What follows belongs to an exercise in optimizing a design on an open flow for small area and a short achievable clock period; a production flow would make more cautious choices. Where RTL was checked, it was by simulation tests only, not by an equivalence proof against the original. Power is estimated from default activity; no workload was simulated.

Design FpAdd, start of the top module:
module FpAdd (
    input             iCLK,
    input      [26:0] iA,
    input      [26:0] iB,
    output reg [26:0] oSum
);
For scale: roughly 87 flip-flops.
Settings: LEC_CHECK=0, ABC_AREA=1, CAP_MARGIN=0, CORE_MARGIN=2, CORE_UTILIZATION=40, SLEW_MARGIN=0; clock period 10.0 ns.
standard.sh (not shown) runs the stock make flow with config.mk's settings and CLKGATE_MAP_FILE= SYNTH_SCRIPT=/design/flow/synth_recipe.tcl, a recipe that flattens the netlist after the stock synthesis.
==> flow/flow/run.sh <==
#!/bin/bash
# Standard ORFS layout, with two changes: the port buffers are buf_2 cells
# instead of the delay-buffer cell buffer_ports picks by default, and
# repair_timing aims for 5.6 ns of setup slack.
export BUFFER_PORTS_ARGS="-buffer_cell sky130_fd_sc_hd__buf_2"
export SETUP_SLACK_MARGIN=5.6
bash standard.sh > standard.log 2>&1
Then changed:
Settings changed: CAP_MARGIN 0 to 20, SLEW_MARGIN 0 to 20, SYNTH_HIERARCHICAL from default to 1.
=> Final area rises by 9.7%. Setup slack is worse by 0.18 ns. Critical path depth rose by 1. Non-clock buffer count falls by 2. Routed wire length came out higher by 12%. Clock power falls by about 5%. Clock skew rises by 0.012 ns. Power climbs by 9.0%. Register-to-register slack degrades by 0.13 ns. Synthesized area rises by 13%. Sequential share of layout area is lower by 2.0 points.

Starting RTL as in the previous note.
==> flow/config.mk <==
export PLATFORM = sky130hd
export DESIGN_NAME = FpAdd
export DESIGN_NICKNAME = FpAdd
export VERILOG_FILES = /design/flow/design.v
export SDC_FILE = /design/flow/constraint.sdc
export NUM_CORES = 4
export LEC_CHECK = 0
export ABC_AREA = 1
export CAP_MARGIN = 20
export CORE_MARGIN = 2
export CORE_UTILIZATION = 40
export PLACE_DENSITY = 0.75
export SLEW_MARGIN = 20
==> flow/constraint.sdc <==
create_clock -name core_clock -period 10.0 [get_ports {iCLK}]
set_input_delay 2.0000 -clock core_clock [delete_from_list [all_inputs] [get_ports {iCLK}]]
set_output_delay 2.0000 -clock core_clock [all_outputs]
set_load 0.01 [all_outputs]
Scripts as last shown in full above: flow/flow/run.sh
The starting point passed the timing, design-rule and antenna checks.
Edit:
- CORE_UTILIZATION: 40 -> 55
- PLACE_DENSITY: 0.75 -> unset
Count of clock-buffer cells in the layout does not change.
Area after synthesis stays the same.
Die area fell by 27%.
Via count is about the same.
Register-to-register slack gets worse by 130 ps.
Total power drops by 2.0%.
First-iteration DRC count is higher by 9.6%.
Cell area came out lower by 1.7%.
Edit:
==> flow/flow/run.sh (replaced) <==
#!/bin/bash
# Standard ORFS layout, with two changes: the port buffers are buf_2 cells
# instead of the delay-buffer cell buffer_ports picks by default, and
# repair_timing aims for 5.5 ns of setup slack.
export BUFFER_PORTS_ARGS="-buffer_cell sky130_fd_sc_hd__buf_2"
export SETUP_SLACK_MARGIN=5.5
bash standard.sh > standard.log 2>&1
- CORE_UTILIZATION: 55 -> 40
- CTS_BUF_LIST: unset -> sky130_fd_sc_hd__clkbuf_8
- CTS_CLUSTER_SIZE: unset -> 30
Count of clock-buffer cells in the layout is lower by 1.
Fmax decreases slightly.
Clock skew goes up by 5.3 ps.
Final cell count goes up by a few percent.
Combinational power barely changes.
Power fell by a few percent.
Via count is lower slightly.
Edit:
==> flow/flow/run.sh (replaced) <==
#!/bin/bash
# Standard ORFS layout, with two changes: the port buffers are buf_2 cells
# instead of the delay-buffer cell buffer_ports picks by default, and
# repair_timing aims for 5.6 ns of setup slack
# and skips its last-gasp pass.
export BUFFER_PORTS_ARGS="-buffer_cell sky130_fd_sc_hd__buf_2"
export SETUP_SLACK_MARGIN=5.6
export SKIP_LAST_GASP=1
bash standard.sh > standard.log 2>&1
- CTS_BUF_LIST: sky130_fd_sc_hd__clkbuf_8 -> unset
- CTS_CLUSTER_SIZE: 30 -> unset
Outcome: The new run finished clean; utilization grows by 0.58 points; sequential power barely changes; total power rises by 4.8%; via count is higher by 0.88%; final cell count hardly moves; hold slack is worse by 5.0 ps; sequential share of layout area fell by 0.24 points; wire length hardly moves; maximum frequency increases by 1.1%; setup slack gets better by 45 ps; area after synthesis stays the same.
Edit:
==> flow/flow/run.sh (replaced) <==
#!/bin/bash
# Standard ORFS layout, with two changes: the port buffers are buf_2 cells
# instead of the delay-buffer cell buffer_ports picks by default, and
# repair_timing aims for 5.6 ns of setup slack
# and does not clone gates.
export BUFFER_PORTS_ARGS="-buffer_cell sky130_fd_sc_hd__buf_2"
export SETUP_SLACK_MARGIN=5.6
export SKIP_GATE_CLONING=1
bash standard.sh > standard.log 2>&1
Outcome:
- clock-buffer cell count does not change
- via count came out lower by 0.64%
- worst setup slack is about the same
- global-route usage stays flat
- synthesized area does not change
- total power came out higher by 0.47%
- final cell count stays flat
Edit:
==> flow/flow/run.sh (replaced) <==
#!/bin/bash
# Standard ORFS layout, with two changes: the port buffers are buf_2 cells
# instead of the delay-buffer cell buffer_ports picks by default, and
# repair_timing aims for 5.6 ns of setup slack.
export BUFFER_PORTS_ARGS="-buffer_cell sky130_fd_sc_hd__buf_2"
export SETUP_SLACK_MARGIN=5.6
bash standard.sh > standard.log 2>&1
- TNS_END_PERCENT: unset -> 30
=>
- register-to-register slack gains 90 ps
- count of clock-buffer cells in the layout does not change
- non-clock buffer count is lower by 4
- cell count stays flat
- power stays flat
- setup slack is worse by 6.7 ps
- design area barely changes
- synthesized cell count is unchanged
- global-route usage stays flat

The RTL this note starts from:
==> flow/design.v <==
module FpAdd (
    input             iCLK,
    input      [26:0] iA,
    input      [26:0] iB,
    output reg [26:0] oSum
);
    wire [17:0] L;
    wire [16:0] Y;
    wire [7:0]  d;
    wire        pass, sub;
    wire [7:0]  L_e;
    wire        L_s;
    FpAdd_s1 u_s1 (.iA(iA), .iB(iB), .L(L), .Y(Y), .d(d), .pass(pass),
                   .sub(sub), .L_e(L_e), .L_s(L_s));
    reg [17:0] r_L;
    reg [16:0] r_Y;
    reg [7:0]  r_d;
    reg        r_pass;
    reg        r_sub;
    reg [7:0]  r_e;
    reg        r_s;
    always @(posedge iCLK) begin
        r_L     <= L;
        r_Y     <= Y;
        r_d     <= d;
        r_pass  <= pass;
        r_sub   <= sub;
        r_e     <= L_e;
        r_s     <= L_s;
    end
    wire [20:0] sum;
    wire [4:0]  lz;
    wire        zero;
    FpAdd_s2 u_s2 (.L(r_L), .Y(r_Y), .d(r_d), .pass(r_pass), .sub(r_sub),
                   .L_e(r_e), .sum(sum), .lz(lz), .zero(zero));
    reg [20:0] q_sum;
    reg [4:0]  q_lz;
    reg [7:0]  q_e1;
    reg        q_s;
    reg        q_zero;
    always @(posedge iCLK) begin
        q_sum  <= sum;
        q_lz   <= lz;
        q_e1   <= r_e + 8'd1;
        q_s    <= r_s;
        q_zero <= zero;
    end
    wire [26:0] res;
    FpAdd_s3 u_s3 (.sum(q_sum), .lz(q_lz), .e1(q_e1), .sgn(q_s),
                   .zero(q_zero), .res(res));
    always @*
        oSum = res;
endmodule
module FpAdd_s1 (
    input  [26:0] iA,
    input  [26:0] iB,
    output [17:0] L,      
    output [16:0] Y,      
    output [7:0]  d,      
    output        pass,   
    output        sub,    
    output [7:0]  L_e,    
    output        L_s     
);
    wire        A_s = iA[26];
    wire [7:0]  A_e = iA[25:18];
    wire        B_s = iB[26];
    wire [7:0]  B_e = iB[25:18];
    assign pass = (A_e == 8'd0) | (B_e == 8'd0);
    wire [7:0]  dAB, dBA;
    wire        A_lt, B_lt;
    FpAdd_esub u_dAB (.a(A_e), .b(B_e), .d(dAB), .lt(A_lt));
    FpAdd_esub u_dBA (.a(B_e), .b(A_e), .d(dBA), .lt(B_lt));
    wire [7:0]  dd  = A_lt ? dBA : dAB;
    wire        tie = (A_e == B_e);
    wire A_larger = ~A_lt & (~tie | (iA[17:1] > iB[17:1]));
    assign L_s = A_larger ? A_s : B_s;
    assign L_e = A_lt ? B_e : A_e;
    assign L   = A_larger ? {iA[17:1], pass & iA[0]} : {iB[17:1], pass & iB[0]};
    assign Y   = A_larger ? iB[17:1] : iA[17:1];
    assign d     = dd;
    assign sub   = A_s ^ B_s;
endmodule
module FpAdd_esub (
    input  [7:0] a,
    input  [7:0] b,
    output [7:0] d,
    output       lt
);
    wire [7:0] p = a ^ ~b;
    reg  [8:0] G, P, Gn, Pn;
    integer k, m;
    always @* begin
        G = {a & ~b, 1'b1};
        P = {p, 1'b0};
        for (k = 1; k < 9; k = k * 2) begin
            Gn = G; Pn = P;
            for (m = k; m < 9; m = m + 1) begin
                Gn[m] = G[m] | (P[m] & G[m-k]);
                Pn[m] = P[m] & P[m-k];
            end
            G = Gn; P = Pn;
        end
    end
    assign d  = p ^ G[7:0];
    assign lt = ~G[8];
endmodule
module FpAdd_s2 (
    input  [17:0] L,
    input  [16:0] Y,
    input  [7:0]  d,
    input         pass,
    input         sub,
    input  [7:0]  L_e,
    output [20:0] sum,
    output reg [4:0] lz,
    output        zero
);
    wire        flush = pass | (d > 8'd35);
    wire [19:0] W = flush ? 20'd0 : ({1'b1, Y, 2'b00} >> d[5:0]);
    reg  [15:0] M;
    integer i;
    always @*
        for (i = 0; i < 16; i = i + 1)
            M[i] = (d[5:0] >= i + 3) & (d[5:0] <= 6'd18);
    wire sticky = ~flush & (|(Y[15:0] & M) |
                            (d[5:0] == 6'd19 & |Y[16:1]) |
                            (d[5:0] >= 6'd20));
    wire [20:0] Lw  = {2'b01, L, 1'b0};
    wire [20:0] y   = {1'b0, W} ^ {21{sub}};
    wire        cin = sub & ~sticky;
    wire [20:0] p   = Lw ^ y;
    reg  [20:0] G, P, Gn, Pn;
    integer k, m;
    always @* begin
        G = Lw & y;
        P = p;
        for (k = 1; k < 21; k = k * 2) begin
            Gn = G; Pn = P;
            for (m = k; m < 21; m = m + 1) begin
                Gn[m] = G[m] | (P[m] & G[m-k]);
                Pn[m] = P[m] & P[m-k];
            end
            G = Gn; P = Pn;
        end
    end
    wire [20:0] c = {G[19:0] | (P[19:0] & {20{cin}}), cin};
    assign sum = p ^ c;
    integer j;
    always @* begin
        lz = 5'd21;
        for (j = 0; j < 21; j = j + 1)
            if (sum[j])
                lz = 5'd20 - j[4:0];
    end
    assign zero = (L_e == 8'd0) | (sum == 21'd0);
endmodule
module FpAdd_s3 (
    input  [20:0] sum,
    input  [4:0]  lz,
    input  [7:0]  e1,
    input         sgn,
    input         zero,
    output [26:0] res
);
    wire [20:0] norm = sum << lz;
    wire [7:0] t = e1;
    wire [4:0] e_lo;
    wire       e_b;
    FpAdd_sub5 u_elo (.a(t[4:0]), .b(lz), .d(e_lo), .lt(e_b));
    wire [7:0] e_out = {e_b ? t[7:5] - 3'd1 : t[7:5], e_lo};
    assign res = zero ? 27'd0 : {sgn, e_out, norm[19:2]};
endmodule
module FpAdd_sub5 (
    input  [4:0] a,
    input  [4:0] b,
    output [4:0] d,
    output       lt
);
    wire [4:0] p = a ^ ~b;
    reg  [5:0] G, P, Gn, Pn;
    integer k, m;
    always @* begin
        G = {a & ~b, 1'b1};
        P = {p, 1'b0};
        for (k = 1; k < 6; k = k * 2) begin
            Gn = G; Pn = P;
            for (m = k; m < 6; m = m + 1) begin
                Gn[m] = G[m] | (P[m] & G[m-k]);
                Pn[m] = P[m] & P[m-k];
            end
            G = Gn; P = Pn;
        end
    end
    assign d  = p ^ G[4:0];
    assign lt = ~G[5];
endmodule
export LEC_CHECK = 0
export ABC_AREA = 1
export CAP_MARGIN = 20
export CORE_MARGIN = 2
export CORE_UTILIZATION = 40
export SLEW_MARGIN = 20
create_clock -name core_clock -period 10.0 [get_ports {iCLK}]
==> flow/flow/run.sh <==
#!/bin/bash
# Standard ORFS layout, with two changes: the port buffers are buf_2 cells
# instead of the delay-buffer cell buffer_ports picks by default, and
# repair_timing aims for 5.3 ns of setup slack.
export BUFFER_PORTS_ARGS="-buffer_cell sky130_fd_sc_hd__buf_2"
export SETUP_SLACK_MARGIN=5.3
bash standard.sh > standard.log 2>&1
Next try:
==> flow/flow/run.sh (replaced) <==
#!/bin/bash
# Standard ORFS layout, with two changes: the port buffers are buf_2 cells
# instead of the delay-buffer cell buffer_ports picks by default, and
# repair_timing aims for 5.6 ns of setup slack.
export BUFFER_PORTS_ARGS="-buffer_cell sky130_fd_sc_hd__buf_2"
export SETUP_SLACK_MARGIN=5.6
bash standard.sh > standard.log 2>&1
The changed run produced a clean layout.
Clock power is about the same.
Wire length rose by a few percent.
Fmax went up by a few percent.
Synthesized cell count does not change.
Combinational power came out higher by a few percent.
Non-clock buffer count came out higher by 16.
No functional check of the RTL was part of any run of this note.

[port drivers added, routing unchanged]
The results above use ideal ports. As a check the final layouts listed here were re-extracted and re-timed, cells and wires unchanged.
Step 1 sets driving cells, clkbuf_16 on the clock port and buf_2 on the other inputs (assumed; they add their load-dependent delay and slew).
Step 2 times the ports against the registers' clock, not the clock port: input delays grow and output delays shrink by t, the midpoint of the rising clock arrivals with the driver on.
Slacks: ideal / step 1 / step 2; pairs: ideal / step 1.
run | t (ns) | setup slack, ns | worst register clock-pin slew, ns | worst data-port slew with drivers (ns)
the first run of note 1 | 0.393 | 5.730 / 5.685 / 5.437 | 0.07 / 0.07 | 0.05
the second run of note 1 | 0.391 | 5.547 / 5.505 / 5.431 | 0.08 / 0.08 | 0.03
the first run of note 2 | 0.380 | 5.703 / 5.661 / 5.468 | 0.07 / 0.07 | 0.04
the second run of note 2 | 0.381 | 5.739 / 5.695 / 5.394 | 0.07 / 0.07 | 0.03
the third run of note 2 | 0.416 | 5.685 / 5.645 / 5.385 | 0.10 / 0.10 | 0.05
the fourth run of note 2 | 0.393 | 5.730 / 5.685 / 5.437 | 0.07 / 0.07 | 0.05
the fifth run of note 2 | 0.393 | 5.731 / 5.686 / 5.419 | 0.07 / 0.07 | 0.05
the sixth run of note 2 | 0.388 | 5.724 / 5.681 / 5.405 | 0.07 / 0.07 | 0.05
the first run of note 3 | 0.387 | 5.410 / 5.371 / 5.238 | 0.07 / 0.07 | 0.04
the second run of note 3 | 0.386 | 5.706 / 5.668 / 5.418 | 0.07 / 0.07 | 0.04
After both steps every run listed still meets setup and hold. The setup slack of the second run of note 2, which loses most, moves by -0.044 ns with the drivers and by -0.345 ns with both steps.
